Context: an optimization exercise on an open-source flow, tuned for small area, a short achievable clock period and few clock cycles. The choices shown serve that exercise and are no tape-out recipe.
The RTL was checked by simulation tests, not by an equivalence proof against the original design.

## flow/design.v (module list and top-level ports; edited modules follow where they fit)
// module Milestone_1: 193 lines
// module m1_unit_x: 316 lines
// module m1_unit_gb: 246 lines
module Milestone_1 (
   input  logic            Clock_50,
   input  logic            Resetn,
   input  logic            Initialize,
   input  logic   [15:0]   SRAM_read_data,
   output logic   [17:0]   SRAM_address,
   output logic   [15:0]   SRAM_write_data,
   output logic            SRAM_we_n,
   output logic            sim_done
);
  // ...
==> flow/flow/run.sh <==
#!/bin/bash
# Standard ORFS layout through the standard.sh, with two changes to how
# the layout is made:
#  - synthesis is the standard script with Yosys's quick ABC pass in
#    `synth` skipped (-noabc), so the full adders extract_fa finds keep the
#    polarity they are written with; registers are unchanged;
#  - OpenROAD's timing repair aims for a larger setup margin, so that repair
#    works the design's paths below the 14 ns constraint.
# The SDC is unchanged. make's output goes to flow_make.log.
set -euo pipefail
MARGIN=$(cat flow/setup_margin.txt)
sed 's/yosys synth -nofsm -noshare /yosys synth -nofsm -noshare -noabc /' synth_recipe.tcl > flow_synth.tcl
grep -q -- '-noabc' flow_synth.tcl
bash standard.sh SYNTH_SCRIPT="$PWD/flow_synth.tcl" SETUP_SLACK_MARGIN=$MARGIN finish > flow_make.log 2>&1
==> flow/flow/setup_margin.txt <==
9
==> flow/standard.sh <==
#!/bin/bash
# synth_recipe.tcl (not shown) runs the flow's synth.tcl, then flattens the netlist and writes it again
# the make line also repeats each setting of config.mk as NAME=value (left out here)
make -C /OpenROAD-flow-scripts/flow DESIGN_CONFIG=/design/flow/config.mk WORK_HOME=/design/flow/orfs CLKGATE_MAP_FILE= SYNTH_SCRIPT=/design/flow/synth_recipe.tcl "${@:-finish}"
==> flow/config.mk <==
export PLATFORM = sky130hd
export DESIGN_NAME = Milestone_1
export DESIGN_NICKNAME = Milestone_1
export VERILOG_FILES = /design/flow/design.v
export SDC_FILE = /design/flow/constraint.sdc
export NUM_CORES = 4
export LEC_CHECK = 0
export CAP_MARGIN = 20
export CORE_MARGIN = 2
export CORE_UTILIZATION = 55
export SLEW_MARGIN = 20
==> flow/constraint.sdc <==
create_clock -name core_clock -period 14.0 [get_ports {Clock_50}]
set_input_delay 2.8000 -clock core_clock [delete_from_list [all_inputs] [get_ports {Clock_50}]]
set_output_delay 2.8000 -clock core_clock [all_outputs]
set_load 0.01 [all_outputs]
==> summary.txt, run 1 <==
Timing
  • RSZ-0062 raised after global routing: true
  • Max-slew headroom: 0.352
  • Hold Vio Cnt, Final: 0
  • Tmin final: 5.41 ns
  • Final setup fails: 0

CTS
  • Post-cts hold buffer count: 0
  • Worst skew pair latency: 0.55 ns
  • Root buffer cell: clkbuf_16
  • Post-CTS Setup Inserts: 14
  • Clock Tree Buf Depth: 3

Final layout
  • Fin cells: 2412
  • Inverters: 170
  • Clock buffer cells: 47
  • Diode count: 0
  • Total Nets Final: 2270
  • Layout cells sized above 1: 0.127
  • Fillers: 2952
  • Final sequential cell count: 295
  • Register area: 7650 sq um

Die
  • Initial Util: 0.553
  • N_taps: 511
  • Cell Rows: 71

Run status
  • Outcome: timing/DRC/antenna clean

Place
  • Placed cells: 2303

Drt
  • Iter 0 DRT Violations: 1322
  • Iteration count of the initial detailed-routing pass: 6
  • # DRC: 0
  • Met3 WL post-DR: 3670 um

Yosys
  • Area fraction in compound gates after synthesis: 0.124
  • Cell taking the most area after synthesis: fa_1
  • Area contributors post-synth: fa_1, edfxtp_1, dfxtp_1
  • Yosys reg bits: 295

Global route
  • Pin count of the biggest net entering global routing: 75
  • Vias in the first global route: 14700
  • GR Layer Usage met3: 0.0501
  • Global-route met1 utilization: 0.440

Min path
  • Hold Crit Start: f1[6]
  • Hold depth: 0

Setup path
  • Crit path max-delay family: adder cells
  • Worst path cell trace: buf_4, nor2_4, inv_4, nor2_4, buf_4, buf_6, nor2_1, a221oi_2, inv_1, ha_1, fa_1, fa_1, fa_1, fa_1, fa_1, ha_1, nand4_1, nor2_1, a21oi_1, o211ai_1, a41o_1
  • Peak fanout along the critical path: 3
Testbench counts, summed over its fixed seeds: cycles 774,748.
==> module Milestone_1, before the edit <==
module Milestone_1 (
   input  logic            Clock_50,
   input  logic            Resetn,
   input  logic            Initialize,
   input  logic   [15:0]   SRAM_read_data,
   output logic   [17:0]   SRAM_address,
   output logic   [15:0]   SRAM_write_data,
   output logic            SRAM_we_n,
   output logic            sim_done
);
logic        busy;          
logic        pro;           
logic [3:0]  pcnt;          
logic [4:0]  ph;            
logic        wpend;         
logic [7:0]  pcol;          
logic [15:0] y_addr;
logic [17:0] w_addr;
logic [15:0] yreg;          
logic [7:0]  uw [0:5];      
logic [7:0]  vw [0:5];      
logic [15:0] upend;         
logic [7:0]  vhold;         
logic [10:0] f1;            
logic [9:0]  f2;            
logic [7:0]  f3;
wire c0 = ph[0];
wire c1 = ph[1];
wire c2 = ph[2];
wire c3 = ph[3];
wire c4 = ph[4];
wire podd = pcol[0];
wire tail = (pcol >= 8'd156);       
wire last_col = (pcol == 8'd159);
wire [7:0] xy = c2 ? yreg[15:8] : yreg[7:0];
wire [7:0] xx = c2 ? vw[2] : f2[7:0];
wire [10:0] xa0_d, xa1_d;
wire xac_d;
m1_unit_x ux (.sr(c2 | c3), .sb(c4), .sfv(c0), .sfu(c1), .y(xy), .x(xx),
              .v0(vw[0]), .v1(vw[1]), .v2(vw[2]), .v3(vw[3]), .v4(vw[4]), .v5(vw[5]),
              .u0(uw[0]), .u1(uw[1]), .u2(uw[2]), .u3(uw[3]), .u4(uw[4]), .u5(uw[5]),
              .o0(xa0_d), .o1(xa1_d), .oc(xac_d));
wire [7:0] gy = c4 ? yreg[7:0] : yreg[15:8];
wire [9:0] gu = c4 ? {f2[9:8] & {2{pcol != 8'd0}}, f2[7:0]} : {2'b00, uw[2]};
wire [7:0] gv = c4 ? f3 : c3 ? 8'd128 : vw[2];
wire [10:0] ga0_d, ga1_d;
wire gac_d;
m1_unit_gb ug (.s(c3), .y(gy), .u(gu), .v(gv), .o0(ga0_d), .o1(ga1_d), .oc(gac_d));
logic [10:0] xa0, xa1, ga0, ga1;
logic        xac, gac;
wire [10:0] xo = xa0 + xa1 + {10'd0, xac};
wire [10:0] go = ga0 + ga1 + {10'd0, gac};
function automatic [7:0] sat(input [10:0] o);
   sat = ~o[10] ? 8'd0 : (|o[9:8]) ? 8'hff : o[7:0];
endfunction
wire [7:0] xsat = sat(xo);
wire [7:0] gsat = sat(go);
logic [1:0] usrc, vsrc;
logic ush, vsh, upend_ld;
always_comb begin
   if (pro) begin
      ush = 1'b0; vsh = 1'b0; upend_ld = 1'b0;
      usrc = 2'd3; vsrc = 2'd2;
      case (pcnt)
         4'd2: begin vsh = 1'b1; vsrc = 2'd0; end
         4'd3: begin vsh = 1'b1; ush = 1'b1; usrc = 2'd0; upend_ld = 1'b1; end
         4'd4: begin vsh = 1'b1; ush = 1'b1; end
         4'd5: begin vsh = 1'b1; vsrc = 2'd1; ush = 1'b1; end
         4'd6: begin ush = 1'b1; usrc = 2'd2; end
         4'd7: begin vsh = 1'b1; vsrc = 2'd0; end
         4'd8: begin vsh = 1'b1; vsrc = 2'd1; ush = 1'b1; usrc = 2'd0; upend_ld = 1'b1; end
         4'd9: begin ush = 1'b1; usrc = 2'd2; upend_ld = 1'b1; end
         default: ;
      endcase
   end else begin
      ush = c4;
      vsh = c4;
      upend_ld = c4 & podd;
      usrc = tail ? 2'd3 : podd ? 2'd2 : 2'd1;
      vsrc = tail ? 2'd2 : podd ? 2'd1 : 2'd0;
   end
end
wire [7:0] unew = (usrc == 2'd0) ? SRAM_read_data[15:8] : (usrc == 2'd1) ? upend[15:8] :
                  (usrc == 2'd2) ? upend[7:0] : uw[5];
wire [7:0] vnew = (vsrc == 2'd0) ? SRAM_read_data[15:8] : (vsrc == 2'd1) ? vhold : vw[5];
wire vhold_ld = vsh & (vsrc == 2'd0);
always_ff @(posedge Clock_50) begin
   if (ush) begin
      uw[0] <= uw[1]; uw[1] <= uw[2]; uw[2] <= uw[3]; uw[3] <= uw[4]; uw[4] <= uw[5]; uw[5] <= unew;
   end
   if (vsh) begin
      vw[0] <= vw[1]; vw[1] <= vw[2]; vw[2] <= vw[3]; vw[3] <= vw[4]; vw[4] <= vw[5]; vw[5] <= vnew;
   end
   if (upend_ld) upend <= SRAM_read_data;
   if (vhold_ld) vhold <= SRAM_read_data[7:0];
   if (c0) yreg <= SRAM_read_data;
   xa0 <= xa0_d; xa1 <= xa1_d; xac <= xac_d;
   ga0 <= ga0_d; ga1 <= ga1_d; gac <= gac_d;
   f1 <= xo;
   f2 <= f1[9:0];
   f3 <= f2[7:0];
   SRAM_write_data <= c3 ? {xsat, gsat} : {gsat, xsat};
end
logic       uv_v;
logic [1:0] uv_k;
always_comb begin
   uv_v = 1'b1; uv_k = 2'd2;
   if (pro) begin
      case (pcnt)
         4'd0:    begin uv_v = 1'b0; uv_k = 2'd0; end
         4'd4:    begin uv_v = 1'b1; uv_k = 2'd1; end
         4'd5:    begin uv_v = 1'b0; uv_k = 2'd1; end
         default: begin uv_v = 1'b0; uv_k = 2'd2; end
      endcase
   end else if (~busy | last_col) begin
      uv_k = 2'd0;                             
   end else begin
      uv_v = ~podd;
   end
end
wire [16:0] uv_addr = {2'b00, y_addr[15:1]} + (uv_v ? 17'd57600 : 17'd38400) + {15'd0, uv_k};
always_ff @(posedge Clock_50 or negedge Resetn) begin
   if (~Resetn) begin
      busy <= 1'b0;
      pro <= 1'b0;
      pcnt <= 4'd0;
      ph <= 5'd0;
      wpend <= 1'b0;
      pcol <= 8'd0;
      y_addr <= 16'd0;
      w_addr <= 18'd146944;
      SRAM_address <= 18'd0;
      SRAM_we_n <= 1'b1;
      sim_done <= 1'b0;
   end else begin
      SRAM_we_n <= 1'b1;
      if (~busy) begin
         if (Initialize & ~sim_done) begin
            busy <= 1'b1;
            pro <= 1'b1;
            pcnt <= 4'd0;
            SRAM_address <= {1'b0, uv_addr};
         end
      end else begin
         if (ph != 5'd0) ph <= {ph[3:0], ph[4]};
         if (c4) wpend <= 1'b1;
         if (c0) wpend <= 1'b0;
         if (c3 | c4 | (c0 & wpend)) begin
            SRAM_address <= w_addr;
            SRAM_we_n <= 1'b0;
            w_addr <= w_addr + 18'd1;
         end
         if (c1 & ~pro) begin
            SRAM_address <= {1'b0, uv_addr};
            if (last_col) begin
               pro <= 1'b1;
               pcnt <= 4'd0;
            end
         end
         if (c2 & ~pro) begin
            SRAM_address <= {2'b00, y_addr};
            if (pcol != 8'd159) y_addr <= y_addr + 16'd1;
         end
         if (c4 & ~last_col) pcol <= pcol + 8'd1;
         if (pro) begin
            pcnt <= pcnt + 4'd1;
            case (pcnt)
               4'd0, 4'd5, 4'd6: SRAM_address <= {1'b0, uv_addr};
               4'd4: begin
                  ph <= 5'd0;
                  SRAM_address <= {1'b0, uv_addr};
                  if (w_addr == 18'd0) begin
                     busy <= 1'b0;
                     pro <= 1'b0;
                     sim_done <= 1'b1;
                  end
               end
               4'd7: begin
                  SRAM_address <= {2'b00, y_addr};
                  y_addr <= y_addr + 16'd1;
               end
               4'd9: begin
                  pro <= 1'b0;
                  ph <= 5'd1;
                  pcol <= 8'd0;
               end
               default: ;
            endcase
         end
      end
   end
end
endmodule
==> run 2: changes to the inputs <==
--- a/flow/design.v
+++ b/flow/design.v
@@ -31,31 +31,33 @@
 wire c2 = ph[2];
 wire c3 = ph[3];
 wire c4 = ph[4];
 wire podd = pcol[0];
 wire tail = (pcol >= 8'd156);       
 wire last_col = (pcol == 8'd159);
 wire [7:0] xy = c2 ? yreg[15:8] : yreg[7:0];
 wire [7:0] xx = c2 ? vw[2] : f2[7:0];
-wire [10:0] xa0_d, xa1_d;
-wire xac_d;
+wire [18:0] xa0_d, xa1_d;    
+wire xac_d;                  
 m1_unit_x ux (.sr(c2 | c3), .sb(c4), .sfv(c0), .sfu(c1), .y(xy), .x(xx),
               .v0(vw[0]), .v1(vw[1]), .v2(vw[2]), .v3(vw[3]), .v4(vw[4]), .v5(vw[5]),
               .u0(uw[0]), .u1(uw[1]), .u2(uw[2]), .u3(uw[3]), .u4(uw[4]), .u5(uw[5]),
               .o0(xa0_d), .o1(xa1_d), .oc(xac_d));
 wire [7:0] gy = c4 ? yreg[7:0] : yreg[15:8];
 wire [9:0] gu = c4 ? {f2[9:8] & {2{pcol != 8'd0}}, f2[7:0]} : {2'b00, uw[2]};
 wire [7:0] gv = c4 ? f3 : c3 ? 8'd128 : vw[2];
 wire [10:0] ga0_d, ga1_d;
 wire gac_d;
 m1_unit_gb ug (.s(c3), .y(gy), .u(gu), .v(gv), .o0(ga0_d), .o1(ga1_d), .oc(gac_d));
-logic [10:0] xa0, xa1, ga0, ga1;
+logic [18:0] xa0, xa1;
+logic [10:0] ga0, ga1;
 logic        xac, gac;
-wire [10:0] xo = xa0 + xa1 + {10'd0, xac};
+wire [18:0] xs = xa0 + xa1 + {18'd0, xac};
+wire [10:0] xo = xs[18:8];
 wire [10:0] go = ga0 + ga1 + {10'd0, gac};
 function automatic [7:0] sat(input [10:0] o);
    sat = ~o[10] ? 8'd0 : (|o[9:8]) ? 8'hff : o[7:0];
 endfunction
 wire [7:0] xsat = sat(xo);
 wire [7:0] gsat = sat(go);
 logic [1:0] usrc, vsrc;
 logic ush, vsh, upend_ld;
@@ -188,17 +190,17 @@
                end
                default: ;
             endcase
          end
       end
    end
 end
 endmodule
-module m1_unit_x(input sr, input sb, input sfv, input sfu, input [7:0] y, input [7:0] x, input [7:0] v0, v1, v2, v3, v4, v5, input [7:0] u0, u1, u2, u3, u4, u5, output [10:0] o0, output [10:0] o1, output oc);
+module m1_unit_x(input sr, input sb, input sfv, input sfu, input [7:0] y, input [7:0] x, input [7:0] v0, v1, v2, v3, v4, v5, input [7:0] u0, u1, u2, u3, u4, u5, output [18:0] o0, output [18:0] o1, output oc);
   wire t0 = (((sb | sr) & y[4]) | ((sfv) & v0[5]) | ((sfu) & u0[5])) ^ (((sb | sr) & y[2]) | ((sfv) & v0[3]) | ((sfu) & u0[3]));
   wire t1 = (((sb | sr) & y[4]) | ((sfv) & v0[5]) | ((sfu) & u0[5])) & (((sb | sr) & y[2]) | ((sfv) & v0[3]) | ((sfu) & u0[3]));
   wire t2 = (((sb | sr) & y[5]) | ((sfv) & v0[6]) | ((sfu) & u0[6])) ^ (((sb | sr) & y[3]) | ((sfv) & v0[4]) | ((sfu) & u0[4])) ^ (((sb | sr) & y[1]) | ((sfv) & v0[2]) | ((sfu) & u0[2]));
   wire t3 = ((((sb | sr) & y[5]) | ((sfv) & v0[6]) | ((sfu) & u0[6])) & (((sb | sr) & y[3]) | ((sfv) & v0[4]) | ((sfu) & u0[4]))) | ((((sb | sr) & y[5]) | ((sfv) & v0[6]) | ((sfu) & u0[6])) & (((sb | sr) & y[1]) | ((sfv) & v0[2]) | ((sfu) & u0[2]))) | ((((sb | sr) & y[3]) | ((sfv) & v0[4]) | ((sfu) & u0[4])) & (((sb | sr) & y[1]) | ((sfv) & v0[2]) | ((sfu) & u0[2])));
   wire t4 = (((sb | sr) & x[7]) | ((sfv) & ~v1[4]) | ((sfu) & ~u1[4])) ^ (((sb) & x[4]) | ((sr) & ~x[3]) | ((sfv) & v1[2]) | ((sfu) & u1[2])) ^ (((sr) & x[1]) | ((sfv) & ~v1[0]) | ((sfu) & ~u1[0]));
   wire t5 = ((((sb | sr) & x[7]) | ((sfv) & ~v1[4]) | ((sfu) & ~u1[4])) & (((sb) & x[4]) | ((sr) & ~x[3]) | ((sfv) & v1[2]) | ((sfu) & u1[2]))) | ((((sb | sr) & x[7]) | ((sfv) & ~v1[4]) | ((sfu) & ~u1[4])) & (((sr) & x[1]) | ((sfv) & ~v1[0]) | ((sfu) & ~u1[0]))) | ((((sb) & x[4]) | ((sr) & ~x[3]) | ((sfv) & v1[2]) | ((sfu) & u1[2])) & (((sr) & x[1]) | ((sfv) & ~v1[0]) | ((sfu) & ~u1[0])));
   wire t6 = (((sb | sr) & y[6]) | ((sfv) & v0[7]) | ((sfu) & u0[7])) ^ (((sb | sr) & y[4]) | ((sfv) & v0[5]) | ((sfu) & u0[5])) ^ (((sb | sr) & y[2]) | ((sfv) & v0[3]) | ((sfu) & u0[3]));
   wire t7 = ((((sb | sr) & y[6]) | ((sfv) & v0[7]) | ((sfu) & u0[7])) & (((sb | sr) & y[4]) | ((sfv) & v0[5]) | ((sfu) & u0[5]))) | ((((sb | sr) & y[6]) | ((sfv) & v0[7]) | ((sfu) & u0[7])) & (((sb | sr) & y[2]) | ((sfv) & v0[3]) | ((sfu) & u0[3]))) | ((((sb | sr) & y[4]) | ((sfv) & v0[5]) | ((sfu) & u0[5])) & (((sb | sr) & y[2]) | ((sfv) & v0[3]) | ((sfu) & u0[3])));
@@ -499,20 +501,20 @@
   wire t302 = (t257) ^ (t258) ^ (t214);
   wire t303 = ((t257) & (t258)) | ((t257) & (t214)) | ((t258) & (t214));
   wire t304 = (t259) ^ (t260) ^ ((sb | sr));
   wire t305 = ((t259) & (t260)) | ((t259) & ((sb | sr))) | ((t260) & ((sb | sr)));
   wire t306 = (t261) ^ (t217) ^ (((sb | sr) & x[7]) | (sfu | sfv));
   wire t307 = ((t261) & (t217)) | ((t261) & (((sb | sr) & x[7]) | (sfu | sfv))) | ((t217) & (((sb | sr) & x[7]) | (sfu | sfv)));
   wire [26:0] r0 = {((sfu | sfv)), (t307), (t305), (t303), (t301), (t299), (t297), (t295), (t293), (t291), (t289), (t287), (t285), (t283), (t281), (t279), (t277), (t275), (t273), (t271), (t269), (t267), (t265), (t263), (t262), (((sb | sr) & ~x[1])), (((sb | sr) & ~x[0]))};
   wire [26:0] r1 = {1'b0, (1'b1), (t306), (t304), (t302), (t300), (t298), (t296), (t294), (t292), (t290), (t288), (t286), (t284), (t282), (t280), (t278), (t276), (t274), (t272), (t270), (t268), (t266), (t264), ((sr)), 1'b0, ((sb | sr))};
-  wire [16:0] lo = r0[15:0] + r1[15:0];
-  assign o0 = r0[26:16];
-  assign o1 = r1[26:16];
-  assign oc = lo[16];
+  wire [8:0] lo = r0[7:0] + r1[7:0];
+  assign o0 = r0[26:8];
+  assign o1 = r1[26:8];
+  assign oc = lo[8];
 endmodule
 module m1_unit_gb(input s, input [7:0] y, input [9:0] u, input [7:0] v, output [10:0] o0, output [10:0] o1, output oc);
   wire t0 = v[4] ^ v[0];
   wire t1 = v[4] | v[0];
   wire t2 = v[5] ^ v[1];
   wire t3 = v[5] | v[1];
   wire t4 = v[6] ^ v[2];
   wire t5 = v[6] | v[2];
==> flow/config.mk (replaced) <==
export PLATFORM = sky130hd
export DESIGN_NAME = Milestone_1
export DESIGN_NICKNAME = Milestone_1
export VERILOG_FILES = /design/flow/design.v
export SDC_FILE = /design/flow/constraint.sdc
export NUM_CORES = 4
export LEC_CHECK = 0
export CAP_MARGIN = 20
export CORE_MARGIN = 2
export CORE_UTILIZATION = 40
export SLEW_MARGIN = 20
==> summary.txt, run 2 <==
Place
  • Routability Congestion: 0.947 (was 0.954)
  • # port buffers: 54 (unchanged)
  • HPWL after DPL: 47000 um (was 44300 um)
  • Pre-CTS setup slack: 8.30 ns (was 7.39 ns)
  • Cell Area, Placed: 22500 sq um (was 21800 sq um)

Setup path
  • Type of origin of the critical path: register (unchanged)
  • CP max-delay cell: mux2i_1 (was fa_1)
  • R2r setup slk: 9.14 ns (was 8.59 ns)
  • Peak fanout along the critical path: 12 (was 3)
  • CP required: 14.43 ns (was 14.44 ns)
  • Worst path arrival time: 5.29 ns (was 5.85 ns)
  • Buf/Inv on CP: 0 (was 5)
  • CP max stage delay: 0.63 ns (was 0.52 ns)
  • Worst path cell trace: mux2i_1, nor2_1, a221o_1, fa_1, fa_1, fa_1, fa_1, fa_1, fa_1 (was buf_4, nor2_4, inv_4, nor2_4, buf_4, buf_6, nor2_1, a221oi_2, inv_1, ha_1, fa_1, fa_1, fa_1, fa_1, fa_1, ha_1, nand4_1, nor2_1, a21oi_1, o211ai_1, a41o_1)
  • Crit. End Element: register (unchanged)
  • Critical path class: reg -> reg (unchanged)
  • Most frequent CP cell: fa_1 (unchanged)
  • Crit path max-delay family: adder cells (unchanged)

Drt
  • Drt wl/cell: 23.4 um (was 24.2 um)
  • Vias per cell: 5.62 (was 5.98)
  • Iteration count of the initial detailed-routing pass: 6 (unchanged)
  • Routed Antenna Nets: 0 (unchanged)
  • # DRC: 0 (unchanged)
  • Iter 0 DRT Violations: 1443 (was 1322)
  • Vias post-DR: 14800 (was 14400)
  • Routed wire length: 61600 um (was 58500 um)

CTS
  • Clock slew at reported path FFs: 0.06 ns (was 0.07 ns)
  • Post-cts hold buffer count: 0 (unchanged)
  • CTS Buf Count: 38 (was 34)
  • Clk sinks: 311 (was 295)
  • H-tree levels: 2 (unchanged)
  • CTS tree: built (unchanged)
  • Worst skew pair latency: 0.57 ns (was 0.55 ns)
  • Root buffer cell: clkbuf_16 (unchanged)
  • Clock Tree Buf Depth: 3 (unchanged)

Final layout
  • Util after Layout: 0.458 (was 0.634)
  • Commonest non-fill, non-tap cell in the layout: fa_1 (unchanged)
  • Total Nets Final: 2315 (was 2270)
  • Diode count: 0 (unchanged)
  • Layout cells sized above 1: 0.0949 (was 0.127)
  • Final instance area: 24100 sq um (was 23700 sq um)
  • Most frequent cells in the layout: fa_1, inv_1, nand2_1, edfxtp_1, ha_1 (unchanged)
  • Top Registers: uw: 48 flops, vw: 48 flops, xa0: 19 flops (was uw: 48 flops, vw: 48 flops)
  • Area grow syn2layout: 13.4% (was 14.6%)

Yosys
  • Ys async rst share: 0.238 (was 0.251)
  • Syn_nets: 2257 (was 2176)
  • Register area share after synthesis: 0.375 (was 0.369)
  • YS warnings: 5 (unchanged)
  • Share of the synthesized area in the top cell type: 0.225 (was 0.233)
  • Cell taking the most area after synthesis: fa_1 (unchanged)
  • Most frequent cells after synthesis: fa_1, inv_1, nand2_1 (unchanged)
  • EDFF count, synth: 136 (unchanged)
  • Mean Syn Cell Area: 11.4 sq um (was 11.6 sq um)
  • Area contributors post-synth: fa_1, edfxtp_1, dfxtp_1 (unchanged)
  • Post-synthesis cell type count: 76 (was 77)
  • Yosys reg bits: 311 (was 295)
  • Syn Inst Count: 1864 (was 1782)
  • Cell Area, Synth: 21200 sq um (was 20700 sq um)
  • Top FF cell, synth: edfxtp_1 (unchanged)
  • Most common cell in the synthesized netlist: fa_1 (unchanged)

Global route
  • Initial antenna violation count: 0 (unchanged)
  • Overall Global Routing Usage: 0.226 (was 0.311)
  • Pin count of the biggest net entering global routing: 75 (unchanged)
  • Vias in the first global route: 15300 (was 14700)
  • First-pass GRT wire length: 93200 um (was 89400 um)
  • Aggregate global routing overflow: 0 (unchanged)

Timing
  • RSZ-0062 raised after global routing: true (unchanged)
  • Setup WS post-layout: 9.14 ns (was 8.59 ns)
  • Hold Vio Cnt, Final: 0 (unchanged)
  • Tmin final: 4.86 ns (was 5.41 ns)
  • Part of the cycle the worst path needs: 0.347 (was 0.386)
  • Final Max Slew Viols: 0 (unchanged)
  • Final setup fails: 0 (unchanged)
  • Least-Margin Pin Slew: 1.00 ns (was 0.972 ns)
  • Max-slew headroom: 0.328 (was 0.352)
  • Worst Clk Skew: 0.0342 ns (was 0.0126 ns)
  • Setup TNS: 0 ns (unchanged)
  • Fmax: 206 MHz (was 185 MHz)

Die
  • Die X: 234 um (was 198 um)
  • Die Y: 234 um (was 198 um)
  • Die area: 54900 sq um (was 39200 sq um)
  • Io pins: 55 (unchanged)
  • Cell Rows: 84 (was 71)
  • Initial Util: 0.404 (was 0.553)
  • Core area: 52600 sq um (was 37400 sq um)

Min path
  • Hold WC Path Type: reg -> reg (unchanged)

Run
  • Max-Cap Viols: 0 (unchanged)

Run status
  • Outcome: timing/DRC/antenna clean (unchanged)
## run 2: metrics by stage
step	hold slack [ns]	instances
after floorplan	0.310	1864
after global placement	0.317	2552
after detailed placement	0.313	2552
after CTS	0.329	2622
after global routing	0.341	2638
final	0.326	2638
## run 2: path summary, 6_finish.rpt
path	from	end	cells past startpoint
setup reg to reg	ph[2]	xa1[10]	9
min in group asynchronous	Resetn	SRAM_address[6]	1
hold / removal	f1[7]	f2[7]	0
hold reg to reg	f1[7]	f2[7]	0
max in group asynchronous	Resetn	ph[3]	1
setup / recovery	ph[2]	xa1[10]	9
## run 2: cells by family after synthesis
logic type / count (synthesis) / share of synthesized area
and+or+nand+nor: 427 / 0.0933
buffers and inverters: 246 / 0.0449
xor gates and xnor gates: 64 / 0.0264
adders and majority gates: 374 / 0.305
muxes: 72 / 0.0359
AOI/OAI and AO/OA: 370 / 0.119
DFF: 311 / 0.375
## run 2: layout make-up
class                      count  area [sq um]
sequential                   311          7980
clock buffer                  53          1100
multi-input combinational   1307         12400
inverter                     174           664
fill                        4867         28500
clock inverter                15           144
timing repair buffer          90           922
tap                          688           861
## run 2: repair_timing
action                                  4_1_cts  5_1_grt
buffers inserted                              2       12
gates resized for setup                      16       17
gates cloned                                  0        4
hold endpoints to repair                      0        0
endpoints found under the setup margin       23       12
pin swaps                                     0        1
## run 2: worst reg2reg max path: cells and delay by family, from the launching register on
family	cells	cell delay (ns)
AO/OA/AOI/OAI	1	0.35
adder cells (fa/ha/maj)	6	3.01
flip-flops	1	0.57
multiplexers	1	0.64
AND/OR/NAND/NOR	1	0.16
## run 2: per-layer routing
layer	GRT usage	vias up	wire [um]
met5	0	-	0
met4	0.0765	0	2220
met3	0.0338	123	3820
met2	0.358	544	28100
met1	0.319	7572	27500
li1	-	6594	-
Testbench counts of run 2, summed over its fixed seeds: cycles 774,748.
==> run 3: changes to the inputs <==
==> flow/flow/setup_margin.txt (replaced) <==
9.5
==> summary.txt, run 3 <==
Setup path
  • R2r startpoint: ph[2] (unchanged)
  • Setup crit start: ph[2] (unchanged)
  • Worst path arrival time: 4.97 ns (was 5.29 ns)
  • CP required: 14.42 ns (was 14.43 ns)
  • Crit. End Element: register (unchanged)
  • CP max stage delay: 0.61 ns (was 0.63 ns)
  • CP max-delay cell: fa_2 (was mux2i_1)
  • Worst path cell trace: buf_12, buf_12, mux2_4, a222oi_1, inv_1, fa_2, fa_1, fa_2, fa_2, fa_1, fa_1 (was mux2i_1, nor2_1, a221o_1, fa_1, fa_1, fa_1, fa_1, fa_1, fa_1)
  • R2R depth: 11 (was 9)
  • Critical path class: reg -> reg (unchanged)
  • RR Endpoint: xa1[8] (was xa1[10])
  • R2r setup slk: 9.45 ns (was 9.14 ns)
  • Type of origin of the critical path: register (unchanged)
  • Peak fanout along the critical path: 5 (was 12)

Timing
  • RSZ-0062 raised after global routing: true (unchanged)
  • Least-Margin Pin Slew: 0.996 ns (was 1.00 ns)
  • Fmax: 220 MHz (was 206 MHz)
  • Final setup fails: 0 (unchanged)
  • Final Max Slew Viols: 0 (unchanged)
  • Hold Vio Cnt, Final: 0 (unchanged)
  • Worst Clk Skew: 0.0263 ns (was 0.0342 ns)
  • Part of the cycle the worst path needs: 0.325 (was 0.347)
  • Max-slew headroom: 0.328 (about the same)
  • Tmin final: 4.55 ns (was 4.86 ns)
  • Setup WS post-layout: 9.45 ns (was 9.14 ns)
  • Setup TNS: 0 ns (unchanged)

Final layout
  • Fin cells: 2687 (was 2638)
  • Layout cells sized above 1: 0.150 (was 0.0949)
  • Most frequent cells in the layout: fa_1, nand2_1, inv_1, edfxtp_1, ha_1 (was fa_1, inv_1, nand2_1, edfxtp_1, ha_1)
  • Fillers: 4677 (was 4867)
  • Multi-input combinational cell area: 12800 sq um (was 12400 sq um)
  • Diode count: 0 (unchanged)
  • Top Registers: uw: 48 flops, vw: 48 flops, xa0: 19 flops (unchanged)
  • Commonest non-fill, non-tap cell in the layout: fa_1 (unchanged)
  • Area grow syn2layout: 17.8% (was 13.4%)
  • Register area: 7980 sq um (unchanged)
  • Total Nets Final: 2365 (was 2315)

CTS
  • Clock Tree Buf Depth: 3 (unchanged)
  • Clock slew at reported path FFs: 0.06 ns (about the same)
  • CTS Buf Count: 37 (was 38)
  • H-tree levels: 2 (unchanged)
  • CTS tree: built (unchanged)
  • Root buffer cell: clkbuf_16 (unchanged)
  • Worst skew pair latency: 0.56 ns (was 0.57 ns)
  • Post-cts hold buffer count: 0 (unchanged)
  • Clk sinks: 311 (unchanged)

Die
  • Io pins: 55 (unchanged)
  • Initial Util: 0.404 (unchanged)
  • Die area: 54900 sq um (unchanged)
  • Die Y: 234 um (unchanged)
  • Cell Rows: 84 (unchanged)
  • Core area: 52600 sq um (unchanged)
  • Die X: 234 um (unchanged)

Yosys
  • Post-synthesis cell type count: 76 (unchanged)
  • Yosys reg bits: 311 (unchanged)
  • Syn Inst Count: 1864 (unchanged)
  • YS warnings: 5 (unchanged)
  • Mean Syn Cell Area: 11.4 sq um (unchanged)
  • Share of the synthesized area in the top cell type: 0.225 (unchanged)
  • Cell Area, Synth: 21200 sq um (unchanged)
  • Area contributors post-synth: fa_1, edfxtp_1, dfxtp_1 (unchanged)
  • Register area share after synthesis: 0.375 (unchanged)
  • EDFF count, synth: 136 (unchanged)
  • Most common cell in the synthesized netlist: fa_1 (unchanged)
  • Ys async rst share: 0.238 (unchanged)
  • Cell taking the most area after synthesis: fa_1 (unchanged)
  • Most frequent cells after synthesis: fa_1, inv_1, nand2_1 (unchanged)
  • Top FF cell, synth: edfxtp_1 (unchanged)
  • Syn_nets: 2257 (unchanged)

Drt
  • Iteration count of the initial detailed-routing pass: 8 (was 6)
  • Routed wire length: 62800 um (was 61600 um)
  • Iter 0 DRT Violations: 1439 (was 1443)
  • Vias post-DR: 15000 (was 14800)
  • Routed Antenna Nets: 0 (unchanged)
  • # DRC: 0 (unchanged)
  • Vias per cell: 5.59 (was 5.62)
  • Drt wl/cell: 23.4 um (about the same)

Global route
  • Pin count of the biggest net entering global routing: 75 (unchanged)
  • Aggregate global routing overflow: 0 (unchanged)
  • Overall Global Routing Usage: 0.231 (was 0.226)
  • Initial antenna violation count: 0 (unchanged)
  • Vias in the first global route: 15200 (was 15300)
  • First-pass GRT wire length: 94400 um (was 93200 um)

Min path
  • Hold Crit Start: f1[3] (was f1[7])
  • Hold WC Path Type: reg -> reg (unchanged)
  • Hold depth: 0 (unchanged)
  • Hold Path Sink: f2[3] (was f2[7])

Place
  • Placed cells: 2552 (unchanged)
  • HPWL after DPL: 46900 um (was 47000 um)
  • # port buffers: 54 (unchanged)
  • Routability Congestion: 0.965 (was 0.947)
  • Pre-CTS setup slack: 8.35 ns (was 8.30 ns)

Run status
  • Outcome: timing/DRC/antenna clean (unchanged)

Run
  • Max-Cap Viols: 0 (unchanged)
run 3: what timing repair did:
| item | in CTS | in global routing |
|---|---|---|
| gates resized for setup | 60 | 64 |
| gates cloned | 8 | 0 |
| buffers inserted | 31 | 30 |
| setup endpoints to repair | 30 | 17 |
| pin swaps | 31 | 38 |
run 3: final cells by class:
cell class | count | share of cell area
flip-flops and latches | 311 | 0.319
inverters | 174 | 0.0275
clock buffers | 50 | 0.0444
well taps | 688 | 0.0344
clock inverters | 16 | 0.00625
repair inverters | 1 | 0.000200
repair buffers | 140 | 0.0578
multi-input cells | 1307 | 0.511
run 3: worst max-delay path by stage:
stage,cells after the start,slack [ns],to
floorplan,16,9.49,gac
finish,11,9.45,xa1[8]
global route,11,9.35,xa1[8]
detailed placement,11,8.35,xa1[7]
CTS,11,9.41,xa1[10]
global placement,11,8.50,xa1[8]
run 3: metrics by stage:
| stage | hold WS [ns] | instance area [sq um] | utilization |
|---|---|---|---|
| 2_1_floorplan | 0.310 | 21300 | - |
| 3_3_place_gp | 0.317 | 22600 | 0.429 |
| 3_5_place_dp | 0.314 | 22600 | 0.429 |
| 4_1_cts | 0.330 | 24500 | 0.467 |
| 5_1_grt | 0.344 | 25000 | 0.476 |
| 6_report | 0.328 | 25000 | 0.476 |
run 3: layer usage:
layer	GRT usage	share of wire
met1	0.323	0.44
met3	0.0392	0.064
met2	0.370	0.46
met5	0	0
met4	0.0688	0.031
run 3: cells by family (layout without fill, tap and decap cells):
kind of cell,Yosys count,count (layout),share of synthesized area
muxes,72,72,0.0359
buffers and inverters,246,381,0.0449
and+or+nand+nor,427,427,0.0933
AOI/OAI and AO/OA,370,370,0.119
adders and majority gates,374,374,0.305
xor gates and xnor gates,64,64,0.0264
DFF,311,311,0.375
run 3: critical path, delay by kind of cell, from the launching register on:
family	cells	cell delay, ns
mux	1	0.34
flops	1	0.49
compound gates	1	0.28
fa+ha+maj	6	2.83
buf+inv	3	0.46
==> run 4: changes to the inputs <==
==> flow/flow/run.sh (replaced) <==
#!/bin/bash
# Standard ORFS layout (the standard.sh, standard synthesis script) with a
# larger setup margin for OpenROAD's timing repair, so that repair works the
# design's own paths below the 14 ns constraint. The SDC is unchanged.
set -euo pipefail
MARGIN=$(cat flow/setup_margin.txt)
bash standard.sh SETUP_SLACK_MARGIN=$MARGIN finish > flow_make.log 2>&1
==> flow/flow/setup_margin.txt (replaced) <==
9
==> summary.txt, run 4 <==
Die
  • Die X: 235 um (was 234 um)
  • Die Y: 235 um (was 234 um)
  • Initial Util: 0.406 (was 0.404)
  • Die area: 55300 sq um (was 54900 sq um)
  • Cell Rows: 84 (unchanged)
  • Io pins: 55 (unchanged)
  • Core area: 52700 sq um (was 52600 sq um)

Yosys
  • Cell taking the most area after synthesis: fa_1 (unchanged)
  • Most common cell in the synthesized netlist: inv_1 (was fa_1)
  • Syn_nets: 2343 (was 2257)
  • Area contributors post-synth: fa_1, edfxtp_1, dfxtp_1 (unchanged)
  • Ys async rst share: 0.238 (unchanged)
  • Most frequent cells after synthesis: inv_1, fa_1, ha_1 (was fa_1, inv_1, nand2_1)
  • Xor/xnor cell area share of the yosys netlist: 0.0307 (was 0.0264)
  • Register area share after synthesis: 0.373 (was 0.375)
  • Multiplexer area fraction after synthesis: 0.0356 (was 0.0359)
  • Area fraction in compound gates after synthesis: 0.119 (about the same)
  • Share of the synthesized area in the top cell type: 0.214 (was 0.225)
  • Yosys reg bits: 311 (unchanged)
  • Cell Area, Synth: 21400 sq um (was 21200 sq um)
  • Top FF cell, synth: edfxtp_1 (unchanged)
  • Post-Synth Adder-Cell Area: 0.294 (was 0.305)
  • Largest family of logic cells by synthesized area: adder cells (unchanged)
  • Synth Area in Simple Gates: 0.0757 (was 0.0933)
  • YS warnings: 5 (unchanged)
  • Mean Syn Cell Area: 10.9 sq um (was 11.4 sq um)
  • EDFF count, synth: 136 (unchanged)
  • Syn Inst Count: 1959 (was 1864)
  • Post-synthesis cell type count: 75 (was 76)

Global route
  • Aggregate global routing overflow: 0 (unchanged)
  • Overall Global Routing Usage: 0.218 (was 0.231)
  • Vias in the first global route: 15100 (was 15200)
  • First-pass GRT wire length: 92400 um (was 94400 um)
  • Initial antenna violation count: 1 (was 0)
  • Pin count of the biggest net entering global routing: 75 (unchanged)

CTS
  • Root buffer cell: clkbuf_16 (unchanged)
  • CTS tree: built (unchanged)
  • CTS Buf Count: 37 (unchanged)
  • Clock Tree Buf Depth: 3 (unchanged)
  • H-tree levels: 2 (unchanged)
  • Worst skew pair latency: 0.58 ns (was 0.56 ns)
  • Clk sinks: 311 (unchanged)
  • Clock slew at reported path FFs: 0.06 ns (about the same)

Drt
  • Vias post-DR: 14800 (was 15000)
  • Routed wire length: 60100 um (was 62800 um)
  • M1 WL: 27800 um (about the same)
  • # DRC: 0 (unchanged)
  • Iter 0 DRT Violations: 1249 (was 1439)
  • Metal2 WL: 27000 um (was 29000 um)
  • Iteration count of the initial detailed-routing pass: 7 (was 8)
  • Vias per cell: 5.38 (was 5.59)
  • Met3 WL post-DR: 3750 um (was 4040 um)
  • Drt wl/cell: 21.9 um (was 23.4 um)
  • Uppermost routed layer: met5 (was met4)
  • Routed Antenna Nets: 0 (unchanged)

Min path
  • Hold WC Path Type: reg -> reg (unchanged)

Final layout
  • Top Registers: uw: 48 flops, vw: 48 flops, xa0: 19 flops (unchanged)
  • Final instance area: 24200 sq um (was 25000 sq um)
  • Diode count: 0 (unchanged)
  • Total Nets Final: 2411 (was 2365)
  • Area grow syn2layout: 13.4% (was 17.8%)
  • Util after Layout: 0.460 (was 0.476)
  • Multi-input combinational cell area: 12000 sq um (was 12800 sq um)
  • Commonest non-fill, non-tap cell in the layout: inv_1 (was fa_1)
  • Layout cells sized above 1: 0.0827 (was 0.150)
  • Fillers: 4854 (was 4677)
  • Register area: 7980 sq um (about the same)
  • Most frequent cells in the layout: inv_1, fa_1, ha_1, edfxtp_1, nand2_1 (was fa_1, nand2_1, inv_1, edfxtp_1, ha_1)

Run
  • Max-Cap Viols: 0 (unchanged)

Timing
  • Part of the cycle the worst path needs: 0.347 (was 0.325)
  • Max-slew headroom: 0.253 (was 0.328)
  • Fmax: 206 MHz (was 220 MHz)
  • RSZ-0062 raised after global routing: true (unchanged)
  • Final Max Slew Viols: 0 (unchanged)
  • Hold Vio Cnt, Final: 0 (unchanged)
  • Worst Clk Skew: 0.0354 ns (was 0.0263 ns)
  • Setup TNS: 0 ns (unchanged)
  • Least-Margin Pin Slew: 1.09 ns (was 0.996 ns)
  • Tmin final: 4.86 ns (was 4.55 ns)
  • Final setup fails: 0 (unchanged)

Setup path
  • CP max-delay cell: fa_1 (was fa_2)
  • CP required: 14.42 ns (about the same)
  • Crit. End Element: register (unchanged)
  • Crit path max-delay family: adder cells (unchanged)
  • Peak fanout along the critical path: 19 (was 5)
  • Buf/Inv on CP: 4 (was 3)
  • Type of origin of the critical path: register (unchanged)
  • Critical path class: reg -> reg (unchanged)
  • Most frequent CP cell: fa_1
  • Worst path arrival time: 5.28 ns (was 4.97 ns)
  • Worst path cell trace: nor2_4, inv_6, nor2_4, buf_8, clkinvlp_4, and2_1, a221o_1, ha_1, xnor2_2, fa_1, fa_1, fa_1, fa_1, inv_1, fa_1 (was buf_12, buf_12, mux2_4, a222oi_1, inv_1, fa_2, fa_1, fa_2, fa_2, fa_1, fa_1)
  • CP max stage delay: 0.51 ns (was 0.61 ns)

Place
  • # port buffers: 54 (unchanged)
  • Cell Area, Placed: 22700 sq um (was 22600 sq um)
  • Routability Congestion: 0.947 (was 0.965)
  • HPWL after DPL: 47100 um (was 46900 um)

Run status
  • Outcome: timing/DRC/antenna clean (unchanged)
## run 4: changes by cell type after synthesis, moves of 12 or more
cell	previous run	this run
o22ai_1	30	46
nand2_1	162	122
o211ai_1	27	2
a21oi_1	54	72
or2_2	21	5
inv_1	170	334
nor3_1	24	5
clkbuf_1	54	37
a22oi_1	21	33
## run 4: through the flow
| step | instances | hold WS (ns) | worst slack (ns) |
|---|---|---|---|
| 6_report | 2743 | 0.325 | 9.14 |
| 5_1_grt | 2743 | 0.326 | 8.95 |
| 4_1_cts | 2738 | 0.326 | 9.01 |
| 3_5_place_dp | 2663 | 0.312 | 8.37 |
| 3_3_place_gp | 2663 | 0.311 | 8.49 |
| 2_1_floorplan | 1959 | 0.310 | 9.08 |
## run 4: worst reg2reg max path: stages, from the launching register on
cell and delay, ns:
dfrtp_2 0.45, nor2_4 0.22, inv_6 0.12, nor2_4 0.13, buf_8 0.15, clkinvlp_4 0.15
and2_1 0.20, a221o_1 0.33, ha_1 0.33, xnor2_2 0.16, fa_1 0.51, fa_1 0.51
fa_1 0.43, fa_1 0.51, inv_1 0.05, fa_1 0.45
## run 4: path summary, 6_finish.rpt
check / from / end / slack [ns] / cells past startpoint
min reg2reg: f1[0] / f2[0] / 0.32 / 0
min: f1[0] / f2[0] / 0.32 / 0
min in group asynchronous: Resetn / pcnt[0] / 2.34 / 1
max reg2reg: ph[2] / xa1[7] / 9.14 / 15
max: ph[2] / xa1[7] / 9.14 / 15
max in group asynchronous: Resetn / ph[1] / 10.90 / 1
## run 4: cell families (layout without fill, tap and decap cells)
group / count (synthesis) / count (layout)
AO/OA/AOI/OAI: 381 / 381
XOR/XNOR: 75 / 75
adder cells (fa/ha/maj): 366 / 366
buffers and inverters: 403 / 499
flip-flops: 311 / 311
multiplexers: 73 / 73
AND/OR/NAND/NOR: 350 / 350
## run 4: routing by layer
layer | global-route usage | vias to the layer above
met2 | 0.339 | 528
met3 | 0.0360 | 86
met1 | 0.316 | 7439
li1 | - | 6714
met5 | 0 | -
met4 | 0.0585 | 2
## run 4: final cells by class
cell class / instances / area share
multi-input combinational: 1245 / 0.495
sequential: 311 / 0.329
inverter: 339 / 0.0531
clock buffer: 45 / 0.0403
timing repair buffer: 92 / 0.0370
tap: 688 / 0.0355
clock inverter: 22 / 0.00991
timing repair inverter: 1 / 0.000206
## run 4: what timing repair did
| item | 4_1_cts | 5_1_grt |
|---|---|---|
| setup buffers | 7 | 3 |
| pin swaps | 1 | 2 |
| gates cloned | 1 | 2 |
| hold buffers | 0 | 0 |
| resized for setup | 15 | 32 |
| setup endpoints to repair | 21 | 14 |
==> run 5: changes to the inputs <==
==> flow/flow/setup_margin.txt (replaced) <==
9.5
==> summary.txt, run 5 <==
Setup path
  • R2r setup slk: 9.38 ns (was 9.14 ns)
  • R2R depth: 17 (was 15)
  • R2r startpoint: ph[2] (unchanged)
  • Peak fanout along the critical path: 7 (was 19)
  • CP required: 14.52 ns (was 14.42 ns)
  • Critical path class: reg -> reg (unchanged)
  • Crit. End Element: register (unchanged)
  • Type of origin of the critical path: register (unchanged)
  • Setup crit start: ph[2] (unchanged)
  • Worst path arrival time: 5.14 ns (was 5.28 ns)
  • RR Endpoint: xa1[9] (was xa1[7])

Yosys
  • Post-synthesis cell type count: 75 (unchanged)
  • YS warnings: 5 (unchanged)
  • Top FF cell, synth: edfxtp_1 (unchanged)
  • Area fraction in compound gates after synthesis: 0.119 (unchanged)
  • Post-Synth Adder-Cell Area: 0.294 (unchanged)
  • Largest family of logic cells by synthesized area: adder cells (unchanged)
  • Multiplexer area fraction after synthesis: 0.0356 (unchanged)
  • Most frequent cells after synthesis: inv_1, fa_1, ha_1 (unchanged)
  • Syn_nets: 2343 (unchanged)
  • EDFF count, synth: 136 (unchanged)
  • Area contributors post-synth: fa_1, edfxtp_1, dfxtp_1 (unchanged)
  • Share of the synthesized area in the top cell type: 0.214 (unchanged)
  • Syn Inst Count: 1959 (unchanged)
  • Synth Area in Simple Gates: 0.0757 (unchanged)
  • Most common cell in the synthesized netlist: inv_1 (unchanged)
  • Cell taking the most area after synthesis: fa_1 (unchanged)
  • Cell Area, Synth: 21400 sq um (unchanged)
  • Yosys reg bits: 311 (unchanged)
  • Register area share after synthesis: 0.373 (unchanged)
  • Mean Syn Cell Area: 10.9 sq um (unchanged)
  • Xor/xnor cell area share of the yosys netlist: 0.0307 (unchanged)
  • Ys async rst share: 0.238 (unchanged)

Global route
  • Aggregate global routing overflow: 0 (unchanged)
  • Initial antenna violation count: 0 (was 1)
  • Pin count of the biggest net entering global routing: 75 (unchanged)
  • First-pass GRT wire length: 94300 um (was 92400 um)
  • Overall Global Routing Usage: 0.223 (was 0.218)
  • Vias in the first global route: 15500 (was 15100)

Place
  • HPWL after DPL: 46700 um (was 47100 um)
  • Pre-CTS setup slack: 7.54 ns (was 8.37 ns)
  • Cell Area, Placed: 22700 sq um (about the same)
  • Routability Congestion: 0.922 (was 0.947)
  • # port buffers: 54 (unchanged)

Die
  • Io pins: 55 (unchanged)
  • Core area: 52700 sq um (unchanged)
  • Cell Rows: 84 (unchanged)
  • Die X: 235 um (unchanged)
  • Die Y: 235 um (unchanged)
  • Die area: 55300 sq um (unchanged)
  • Initial Util: 0.406 (unchanged)

Drt
  • Metal2 WL: 28200 um (was 27000 um)
  • Met3 WL post-DR: 3850 um (was 3750 um)
  • Vias post-DR: 15000 (was 14800)
  • # DRC: 0 (unchanged)
  • Iteration count of the initial detailed-routing pass: 5 (was 7)
  • Routed wire length: 61500 um (was 60100 um)
  • Uppermost routed layer: met4 (was met5)
  • M1 WL: 27700 um (was 27800 um)
  • Routed Antenna Nets: 0 (unchanged)
  • Iter 0 DRT Violations: 1218 (was 1249)
  • Drt wl/cell: 22.0 um (was 21.9 um)
  • Vias per cell: 5.36 (was 5.38)

Timing
  • Hold Vio Cnt, Final: 0 (unchanged)
  • Tmin final: 4.62 ns (was 4.86 ns)
  • RSZ-0062 raised after global routing: true (unchanged)
  • Least-Margin Pin Slew: 0.979 ns (was 1.09 ns)
  • Part of the cycle the worst path needs: 0.330 (was 0.347)
  • Max-slew headroom: 0.347 (was 0.253)
  • Final setup fails: 0 (unchanged)
  • Worst Clk Skew: 0.0301 ns (was 0.0354 ns)
  • Setup WS post-layout: 9.38 ns (was 9.14 ns)
  • Setup TNS: 0 ns (unchanged)
  • Final Max Slew Viols: 0 (unchanged)
  • Fmax: 217 MHz (was 206 MHz)

Final layout
  • Multi-input combinational cell area: 12400 sq um (was 12000 sq um)
  • Register area: 7980 sq um (about the same)
  • Area grow syn2layout: 18.3% (was 13.4%)
  • Commonest non-fill, non-tap cell in the layout: inv_1 (unchanged)
  • Final instance area: 25300 sq um (was 24200 sq um)
  • Util after Layout: 0.480 (was 0.460)
  • Most frequent cells in the layout: inv_1, fa_1, edfxtp_1, ha_1, nand2_1 (was inv_1, fa_1, ha_1, edfxtp_1, nand2_1)
  • Fillers: 4835 (was 4854)
  • Total Nets Final: 2465 (was 2411)
  • Layout cells sized above 1: 0.154 (was 0.0827)
  • Diode count: 0 (unchanged)
  • Top Registers: uw: 48 flops, vw: 48 flops, xa0: 19 flops (unchanged)

Min path
  • Hold Path Sink: f2[3] (was f2[0])
  • Hold WC Path Type: reg -> reg (unchanged)
  • Hold Crit Start: f1[3] (was f1[0])
  • Hold depth: 0 (unchanged)

CTS
  • Clk sinks: 311 (unchanged)
  • H-tree levels: 2 (unchanged)
  • CTS Buf Count: 39 (was 37)
  • Root buffer cell: clkbuf_16 (unchanged)
  • CTS tree: built (unchanged)
  • Clock slew at reported path FFs: 0.06 ns (about the same)
  • Clock Tree Buf Depth: 3 (unchanged)
  • Post-cts hold buffer count: 0 (unchanged)
  • Worst skew pair latency: 0.58 ns (about the same)

Run status
  • Outcome: timing/DRC/antenna clean (unchanged)

Run
  • Max-Cap Viols: 0 (unchanged)
## run 5: cell count changes in the layout (fill, tap and decap cells not counted), moves of 6 or more
| cell | delta |
|---|---|
| fa_1 | -29 |
| inv_1 | -26 |
| buf_4 | +38 |
| clkbuf_8 | +8 |
| a22oi_1 | -7 |
| a22oi_2 | +7 |
| fa_2 | +29 |
| clkinv_1 | -8 |
| mux2i_4 | +7 |
| inv_2 | +23 |
| ha_4 | +6 |
## run 5: critical path: stages, from the launching register on
cell and delay, ns:
dfrtp_1 0.38, buf_12 0.15, nor2_4 0.06, inv_8 0.05, nor2_4 0.05, buf_4 0.13
buf_6 0.12, nor2_1 0.35, nor2_1 0.13, fa_1 0.59, inv_2 0.05, fa_1 0.49
fa_2 0.55, inv_2 0.04, fa_2 0.37, fa_1 0.49, inv_2 0.04, fa_2 0.52
## run 5: stage by stage
| step | instances | hold WS, ns |
|---|---|---|
| final | 2799 | 0.325 |
| after global placement | 2661 | 0.313 |
| after CTS | 2768 | 0.326 |
| after detailed placement | 2662 | 0.312 |
| after floorplan | 1959 | 0.310 |
| after global routing | 2799 | 0.330 |
## run 5: logic make-up after synthesis
kind of cell	Yosys count
xor gates and xnor gates	75
and+or+nand+nor	350
buffers and inverters	403
adders and majority gates	366
DFF	311
muxes	73
AOI/OAI and AO/OA	381
## run 5: area by class of cell
cell class | instances | share of cell area
clock inverter | 12 | 0.00608
inverter | 339 | 0.0516
clock buffer | 59 | 0.0447
sequential | 311 | 0.315
tap | 688 | 0.0340
timing repair buffer | 142 | 0.0572
timing repair inverter | 2 | 0.000445
multi-input combinational | 1246 | 0.491
## run 5: how the worst max path moves through the flow
stage / endpoint / slack, ns / depth (start not counted)
finish: xa1[9] / 9.38 / 17
global placement: xa1[11] / 7.68 / 16
global route: xa1[10] / 9.23 / 18
detailed placement: xa1[11] / 7.54 / 16
CTS: xa1[7] / 9.36 / 15
floorplan: gac / 9.46 / 20
## run 5: metal layers
layer / global-route usage / vias to the layer above
met2: 0.352 / 495
met3: 0.0393 / 107
met5: 0 / -
met1: 0.314 / 7577
li1: - / 6821
met4: 0.0654 / 0
## run 5: timing repair
action / CTS / global route
gates resized for setup: 101 / 70
pin swaps: 44 / 44
setup buffers: 28 / 29
setup endpoints to repair: 46 / 18
cloned: 7 / 2

[afterwards: timing with drivers on the ports]
The results above use ideal ports. As a check the final layouts listed here were re-extracted and re-timed, cells and wires unchanged. Step 1 assumes that a clkbuf_16 drives the clock port and a buf_2 every other input. Step 2 times the ports against the registers' clock, not the clock port: input delays grow and output delays shrink by t, the midpoint of the rising clock arrivals with the driver on. Slacks: ideal ports / drivers / drivers and shift; pairs: ideal ports / drivers.
| run | shift t [ns] | setup WS [ns] | hold WS [ns] |
|---|---|---|---|
| run 1 | 0.599 | 8.594 / 8.594 / 8.594 | 0.329 / 0.329 / 0.329 |
| run 2 | 0.607 | 9.138 / 9.138 / 9.138 | 0.326 / 0.326 / 0.326 |
| run 3 | 0.611 | 9.452 / 9.452 / 9.319 | 0.328 / 0.328 / 0.328 |
| run 4 | 0.620 | 9.141 / 9.141 / 9.140 | 0.325 / 0.325 / 0.325 |
| run 5 | 0.626 | 9.384 / 9.384 / 9.274 | 0.325 / 0.325 / 0.325 |
After both steps setup and hold are still met in every run listed. The setup slack of run 3, which loses most, moves by 0.000 ns with the drivers and by -0.133 ns with both steps.
